Context: an optimization exercise on an open-source flow, tuned for a short achievable clock period and few clock cycles. The choices shown serve that exercise and are no tape-out recipe.
In this exercise RTL edits were held to simulation tests only and were not proved equivalent to the original.

File: flow/config.mk
export PLATFORM = sky130hd
export DESIGN_NAME = cpu_top
export DESIGN_NICKNAME = cpu_top
export VERILOG_FILES = /design/flow/design.v
export SDC_FILE = /design/flow/constraint.sdc
export NUM_CORES = 4
export LEC_CHECK = 0
export CAP_MARGIN = 20
export CORE_MARGIN = 2
export CORE_UTILIZATION = 40
export SLEW_MARGIN = 20
File: flow/constraint.sdc
create_clock -name core_clock -period 7.5 [get_ports {Clock}]
set_input_delay 1.5000 -clock core_clock [delete_from_list [all_inputs] [get_ports {Clock}]]
set_output_delay 1.5000 -clock core_clock [all_outputs]
set_load 0.01 [all_outputs]
File: flow/design.v
module regn(R, Rin, Clock, Q);
	parameter n = 9;
	input wire [n-1:0] R;
	input wire Rin, Clock;
	output reg [n-1:0] Q;
	always @(posedge Clock)
		if (Rin)
			Q <= R;
endmodule
module dec3to8(W, En, Y);
	input wire [2:0] W;
	input wire En; 
	output reg [7:0] Y;
	always @(W or En) 
	begin
		if (En == 1)
			case (W)
				3'b111: Y = 8'b10000000;
				3'b110: Y = 8'b01000000;
				3'b101: Y = 8'b00100000;
				3'b100: Y = 8'b00010000;
				3'b011: Y = 8'b00001000;
				3'b010: Y = 8'b00000100;
				3'b001: Y = 8'b00000010;
				3'b000: Y = 8'b00000001; 
			endcase 
		else
			Y = 8'b00000000;
	 end
endmodule
module num_on_bits(num_in, num_of_ones);
	input wire [7:0] num_in;
	output reg [3:0] num_of_ones;
	integer i;
	always @ (num_in)
	begin
		num_of_ones = 4'b0;
		for (i = 0; i < 8; i = i+1)
			num_of_ones = num_of_ones + num_in[i];
	end
endmodule
module ALU(instruction, input_a, input_b, result);
	input wire [8:0] input_a, input_b;
	input wire [2:0] instruction;
	output reg [8:0] result;
	wire [7:0] temp_a, temp_b;
	wire sign_a, sign_b;
	wire [3:0] num_of_ones;
	assign temp_a = input_a[7:0];
	assign temp_b = input_b[7:0];
	assign sign_a = input_a[8];
	assign sign_b = input_b[8];
	num_on_bits ones (.num_in(temp_b), .num_of_ones(num_of_ones));
	parameter ADD = 3'b010, SUB = 3'b011, SLL = 3'b111, SRL = 3'b110, POS = 1'b0, NEG = 1'b1;
	always @*
	begin
		result = 9'b0;
		case(instruction)
			ADD:
			begin
				if((sign_a == POS) && (sign_b == POS))
				begin
					result = temp_a + temp_b;
					result[8] = sign_a;
				end
				else if((sign_a == POS) && (sign_b == NEG))
				begin
					if(temp_a >= temp_b)
					begin
						result = temp_a - temp_b;
						result[8] = sign_a;
					end
					else
					begin
						result = temp_b - temp_a;
						result[8] = sign_b;
					end
				end
				else if((sign_a == NEG) && (sign_b == POS))
				begin
					if(temp_a >= temp_b)
					begin
						result = temp_a - temp_b;
						result[8] = sign_b;
					end
					else
					begin
						result = temp_b - temp_a;
						result[8] = sign_a;
					end
				end
				else
				begin
					result = temp_a + temp_b;
					result[8] = sign_a;
				end
			end
			SUB:
			begin
				if((sign_a == POS) && (sign_b == POS))
				begin
					if(temp_a >= temp_b)
					begin
						result = temp_a - temp_b;
						result[8] = sign_a;
					end
					else
					begin
						result = temp_b - temp_a;
						result[8] = ~sign_a;
					end
				end
				else if((sign_a == POS) && (sign_b == NEG))
				begin
					result = temp_a + temp_b;
					result[8] = sign_a;
				end
				else if((sign_a == NEG) && (sign_b == POS))
				begin
					result = temp_b - temp_a;
					result[8] = sign_a;
				end
				else
				begin
					if(temp_a >= temp_b)
					begin
						result = temp_a - temp_b;
						result[8] = sign_b;
					end
					else
					begin
						result = temp_b - temp_a;
						result[8] = ~sign_a;
					end
				end
			end
			SLL:
			begin
				result[7:0] = temp_a << num_of_ones;
				result[8] = sign_a;
			end
			SRL:
			begin
				result[7:0] = temp_a >> (num_of_ones);  
				result[8] = sign_a;
			end
		endcase
	end
endmodule
module mux_10_to_1(DIN, R0, R1, R2, R3, R4, R5, R6, R7, G, sel, bus_out);
	input wire [8:0] DIN, R0, R1, R2, R3, R4, R5, R6, R7, G;
	input wire [9:0] sel;
	output wire [8:0] bus_out;
	parameter DIN_code = 10'b000000001, G_code = 10'b0000000010, R0_code = 10'b0000000100,
			  R1_code = 10'b0000001000, R2_code = 10'b0000010000, R3_code = 10'b0000100000,
			  R4_code = 10'b0001000000, R5_code = 10'b0010000000, R6_code = 10'b0100000000,
			  R7_code = 10'b1000000000;
	assign bus_out = (sel == DIN_code) ? DIN:
					 (sel == R0_code) ? R0:
					 (sel == R1_code) ? R1:
					 (sel == R2_code) ? R2:
					 (sel == R3_code) ? R3:
					 (sel == R4_code) ? R4:
					 (sel == R5_code) ? R5:
					 (sel == R6_code) ? R6:
					 (sel == R7_code) ? R7:
					 (sel == G_code) ? G:
					 DIN;  
endmodule
module cpu_top (DIN, Resetn, Clock, Run, Done, BusWires, debug_reg0, debug_reg1,
debug_reg2, debug_reg3, debug_reg4, debug_reg5, debug_reg6, debug_reg7);
	input wire [8:0] DIN;
	input wire Resetn, Clock, Run;
	output reg Done;
	output wire[8:0] BusWires;
	reg reset_all;
	output wire [8:0] debug_reg0, debug_reg1;
	output wire [8:0] debug_reg2, debug_reg3, debug_reg4, debug_reg5, debug_reg6, debug_reg7;
	parameter T0 = 2'b00, T1 = 2'b01, T2 = 2'b10, T3 = 2'b11,  
			  mv = 3'b000, mvi = 3'b001, add = 3'b010, sub = 3'b011,  
			  sll = 3'b111, srl = 3'b110;  
	reg [1:0] Tstep_Q, Nstep_Q;  
	wire [2:0] I;
	wire [7:0] Xreg, Yreg;
	reg [7:0] Rin;
	wire [8:0] R0, R1, R2, R3, R4, R5, R6, R7, IR, G, A;
	reg [7:0] Rout;
	reg DIN_out, Gout, IRin, Ain, Gin;
	wire [9:0] mux_10_1_sel;
	wire [8:0] ALU_out;
	assign mux_10_1_sel = {Rout, Gout, DIN_out};
	assign I = IR[8:6];
	dec3to8 decX (IR[5:3], 1'b1, Xreg); 
	dec3to8 decY (IR[2:0], 1'b1, Yreg);
	regn reg_0 (.R(BusWires), .Rin(Rin[0]), .Clock(Clock), .Q(R0));
	regn reg_1 (BusWires, Rin[1], Clock, R1);
	regn reg_2 (BusWires, Rin[2], Clock, R2);
	regn reg_3 (BusWires, Rin[3], Clock, R3);
	regn reg_4 (BusWires, Rin[4], Clock, R4);
	regn reg_5 (BusWires, Rin[5], Clock, R5);
	regn reg_6 (BusWires, Rin[6], Clock, R6);
	regn reg_7 (BusWires, Rin[7], Clock, R7);
	regn Ireg (.R(DIN), .Rin(IRin), .Clock(Clock), .Q(IR));
	regn Greg (.R(ALU_out), .Rin (Gin), .Clock(Clock), .Q(G));
	regn Areg (.R(BusWires), .Rin (Ain), .Clock(Clock), .Q(A));
	mux_10_to_1 multiplexer (.DIN(DIN), .R0(R0), .R1(R1), .R2(R2), .R3(R3),
							 .R4(R4), .R5(R5), .R6(R6), .R7(R7), .G(G), .sel(mux_10_1_sel),
							 .bus_out(BusWires));
	ALU add_sub (.instruction(I), .input_a(A), .input_b(BusWires), .result(ALU_out));
	always @(Tstep_Q, Run, Done) 
	begin
		case (Tstep_Q)
		T0:
		begin
			if(~Run)
				Nstep_Q <= T0;
			else
				Nstep_Q <= T1;
		end
		T1:
		begin
			if(Done)
				Nstep_Q <= T0;
			else
				Nstep_Q <= T2;
		end
		T2:
		begin
			if(Done)
				Nstep_Q <= T0;
			else
				Nstep_Q <= T3;
		end
		T3:
		begin
			Nstep_Q <= T0;
		end
		endcase
	end
	always @(Tstep_Q or I or Xreg or Yreg or reset_all) 
	begin
		Rout <= 8'b0;
		DIN_out <= 1'b0;
		Gout <= 1'b0;
		Rin <= 8'b0;
		Ain <= 1'b0;
		IRin <= 1'b0; 
		Gin <= 1'b0;
		Done <= 1'b0;
		case (Tstep_Q) 
			T0: 
			begin   
				IRin <= 1'b1;
				if (reset_all)
					Rin <= 8'b11111111;
			end
			T1:  
			begin
				case (I)
					mv:
					begin
						Rin <= Xreg;
						Rout <= Yreg;
						Done <= 1'b1;
					end
					mvi:
					begin
						Rin <= Xreg;
						DIN_out <= 1'b1;
						Done <= 1'b1;
					end
					add:
					begin
						Rout <= Xreg;
						Ain <= 1'b1;
					end
					sub:
					begin
						Rout <= Xreg;
						Ain <= 1'b1;
					end
					sll:
					begin
						Rout <= Xreg;
						Ain <= 1'b1;
					end
					srl:
					begin
						Rout <= Xreg;
						Ain <= 1'b1;
					end
				endcase
			end
			T2:
			begin
				case(I)
					add:
					begin
						Rout <= Yreg;
						Gin <= 1'b1;
					end
					sub:
					begin
						Rout <= Yreg;
						Gin <= 1'b1;
					end
					sll:
					begin
						Rout <= Yreg;
						Gin <= 1'b1;
					end
					srl:
					begin
						Rout <= Yreg;
						Gin <= 1'b1;
					end
				endcase
			end
			T3:
			begin
				case(I)
					add:
					begin
						Gout <= 1'b1;
						Rin <= Xreg;
						Done <= 1'b1;
					end
					sub:
					begin
						Gout <= 1'b1;
						Rin <= Xreg;
						Done <= 1'b1;
					end
					sll:
					begin
						Gout <= 1'b1;
						Rin <= Xreg;
						Done <= 1'b1;
					end
					srl:
					begin
						Gout <= 1'b1;
						Rin <= Xreg;
						Done <= 1'b1;
					end
				endcase
			end
		endcase
	end
	always @(posedge Clock, negedge Resetn) 
	begin
		if (!Resetn)
		begin
			Tstep_Q <= T0;
			reset_all <= 1'b1;
		end
		else
		begin
			Tstep_Q <= Nstep_Q;
			reset_all <= 1'b0;
		end
	end
	assign debug_reg0 = R0;
	assign debug_reg1 = R1;
	assign debug_reg2 = R2;
	assign debug_reg3 = R3;
	assign debug_reg4 = R4;
	assign debug_reg5 = R5;
	assign debug_reg6 = R6;
	assign debug_reg7 = R7;
endmodule
File: flow/run.sh
#!/bin/bash
# synth_recipe.tcl (not shown) runs the flow's synth.tcl, then flattens the netlist and writes it again
# the make line also repeats each setting of config.mk as NAME=value (left out here)
make -C /OpenROAD-flow-scripts/flow DESIGN_CONFIG=/design/flow/config.mk WORK_HOME=/design/flow/orfs CLKGATE_MAP_FILE= SYNTH_SCRIPT=/design/flow/synth_recipe.tcl finish
==> reports/qor.csv <==
metric,value,unit
die_width,142,µm
area_delta_synth_final,25.0,%
crit_end,Greg.Q[0]$_DFFE_PP_,
fin_crit_sh,0.931,
status,timing/DRC/antenna clean,
wl,25200,µm
dieArea,0.0201,mm²
diodes,0,
synth_area,0.00760,mm²
cp_max_fo,12,
io-pin-count,94,
finalNetCount,903,
start_kind,flip-flop,
hp-class,reg2reg,
fin_skew,0.0181,ns
grt_start_max_net_pins,32,
num_vias,6642,
synthArstFlopShare,0.0254,
ys_seq_elements,118,
drt_pass1_iterations,5,
dp_hpwl,19100,µm
synth_top_area_frac,0.391,
reg2reg_depth,28,
antenna_left,0,
fin_setup_tns,0,ns
core.rowCount,50,
grt_pass1_vias,6470,
synth_ff_type,edfxtp_1,
critPathLaunch,Tstep_Q[1]$_DFF_PN0_,
synth.most_common_cell,edfxtp_1,
max_slew.worst_pin.slew,1.16,ns
die_h,142,µm
cts_root_buffer,clkbuf_16,
end_kind,flip-flop,
fmax,143,MHz
grt_pass1_wl,38000,µm
grt_overflow,0,
core,0.0186,mm²
r2r_slack,0.52,ns
r2r-start,Tstep_Q[1]$_DFF_PN0_,
ctsHoldBuffers,0,
drv_cap,0,
ys_top_cells_by_area,"edfxtp_1 39%, mux2i_1 5.3%, ha_1 4.9%",
initial_core_util,0.408,
drv_slew,0,
clkSlewWorstSetupHoldPaths,0.06,ns
synth_commonest_cells,"99 x edfxtp_1, 72 x nand2_1, 63 x nor2_1",
cpMostUsedCell,inv_1,
arrival,7.15,ns
finalCriticalPeriod,6.98,ns
layout_setup_ws,0.517,ns
synth_nets,805,
track_usage,0.252,
final_layout_size_suffix_gt1_frac,0.101,
ys_seq_area_frac,0.443,
vias_per_cell,6.03,
slowest_stage,fa_1,
cts.sinks,118,
gp_congestion,0.930,
htreeDepth,4,
tritoncts,yes,
cts_setup_buffers,0,
r2r_end,Greg.Q[0]$_DFFE_PP_,
clkLatencyLatePin,0.42,ns
slew_headroom,0.225,
synth_top_area_cell,edfxtp_1,
finalSetupViolCount,0,
synth-edff-count,99,
antenna_found_initial,0,
fill_cells,1658,
drcViolationCount,0,
syn_inst,756,
synth.avg_cell_area,10.1,µm²
pre_cts_ws,0.631,ns
drt_first_iter_violations,587,
final_hold_viol_count,0,
numCtsBuffers,17,
slowest_delay,0.56,ns
cts.path.max_buffers,2,
cts_resized,0,
hp-start,Ireg.Q[5]$_DFFE_PP_,
wl_per_cell,22.9,µm
rsz0062_at_grt,false,
yosys_warnings,5,
cp.required,7.67,ns
critical_path_class,reg2reg,
port_buffers,93,
synth_cell_types,75,
-- stage by stage --
step / area [µm²] / utilization / cells / hold slack, ns
floorplan: 7600 / - / 756 / 0.534
global placement: 8850 / 0.475 / 1069 / 0.584
detailed placement: 8850 / 0.475 / 1069 / 0.589
CTS: 9470 / 0.508 / 1101 / 0.611
global route: 9500 / 0.509 / 1101 / 0.662
finish: 9500 / 0.509 / 1101 / 0.616
-- cells by family (layout without fill, tap and decap cells) --
logic type,Yosys count,count (layout),synth area share
multiplexers,48,48,0.0650
XOR/XNOR,14,14,0.0171
adder cells (fa/ha/maj),37,37,0.0678
AO/OA/AOI/OAI,235,235,0.221
AND/OR/NAND/NOR,221,221,0.142
buffers and inverters,82,193,0.0436
flip-flops,118,118,0.443
other,1,1,0.000494
-- worst min-delay path by stage --
| stage | endpoint | slack (ns) | depth (start not counted) |
|---|---|---|---|
| after global placement | Yreg[6]$_SDFF_PN0_ | 0.58 | 2 |
| after global routing | Xreg[3]$_SDFF_PP0_ | 0.66 | 2 |
| after CTS | Yreg[2]$_SDFF_PP0_ | 0.61 | 2 |
| after detailed placement | Xreg[6]$_SDFF_PN0_ | 0.59 | 2 |
| after floorplan | Xreg[4]$_SDFF_PN0_ | 0.53 | 2 |
| final | Xreg[6]$_SDFF_PN0_ | 0.62 | 2 |
-- final cells by class --
class	instances	area, µm²	share of cell area
timing repair buffer	121	1140	0.120
tap	234	293	0.0308
multi-input combinational	556	3920	0.413
clock buffer	17	425	0.0448
inverter	40	150	0.0158
clock inverter	15	193	0.0203
sequential	118	3370	0.355
-- worst max-delay path, delay by kind of cell, from the launching register on --
kind                     cells  cell delay [ns]
AO/OA/AOI/OAI                9             1.71
adder cells (fa/ha/maj)      6             2.33
buffers and inverters        6             0.72
flip-flops                   1             0.39
AND/OR/NAND/NOR              7             1.57
-- state kept, by name, summed over array words and instances (netlist names) --
signal	count
reg_7.Q	9
reset_all	1
reg_5.Q	9
Greg.Q	9
Yreg	8
reg_6.Q	9
Tstep_Q	2
Areg.Q	9
reg_0.Q	9
reg_1.Q	9
reg_3.Q	9
Xreg	8
Ireg.Q	9
reg_2.Q	9
reg_4.Q	9
-- per-layer routing --
metal	GRT usage	wire, µm	vias up
met5	0	0	-
met1	0.328	10800	3269
met2	0.424	12400	280
met3	0.0452	1390	46
li1	-	-	3047
met4	0.0895	655	0
-- cell usage in the layout (no fill, tap or decap), drive strengths merged, types with 4 or more instances in the layout --
cell,instances
edfxtp,99
clkdlybuf4s50,93
nand2,72
nor2,63
inv,47
a21oi,44
o21ai,41
mux2i,40
ha,30
o211ai,29
buf,28
nand3,24
a22o,17
o21a,17
clkbuf,17
dfxtp,16
o211a,11
a31oi,11
a22oi,10
nor3,8
mux2,8
xnor2,8
nor3b,7
nor2b,7
fa,7
and2,7
a211oi,6
a221o,6
xor2,6
a21boi,5
o21bai,5
or3,4
a211o,4
a221oi,4
or2,4
or4,4
o221ai,4
a2111oi,4
clkinv,4
Testbench counts, summed over its fixed seeds: cycles 51,014.

re-timing with driven ports:
How much do the figures lean on ideal ports? The routed layout below was timed once more, with nothing changed but the port constraints. Step 1: set_driving_cell puts a clkbuf_16 on Clock and a buf_2 on each other input, an assumption about the parent block. Step 2 times the ports against the registers' clock, not the clock port: input delays grow and output delays shrink by t, the midpoint of the rising clock arrivals with the driver on. Three values: no drivers, after step 1, after step 2; two values: the first two.
shift t [ns]: 0.456
setup WS [ns]: 0.517 / 0.517 / 0.517
clock arrival spread, ns: 0.018 / 0.018
After both steps this run still meets setup and hold. The setup slack of this run moves by 0.000 ns with the drivers and by 0.000 ns with both steps.
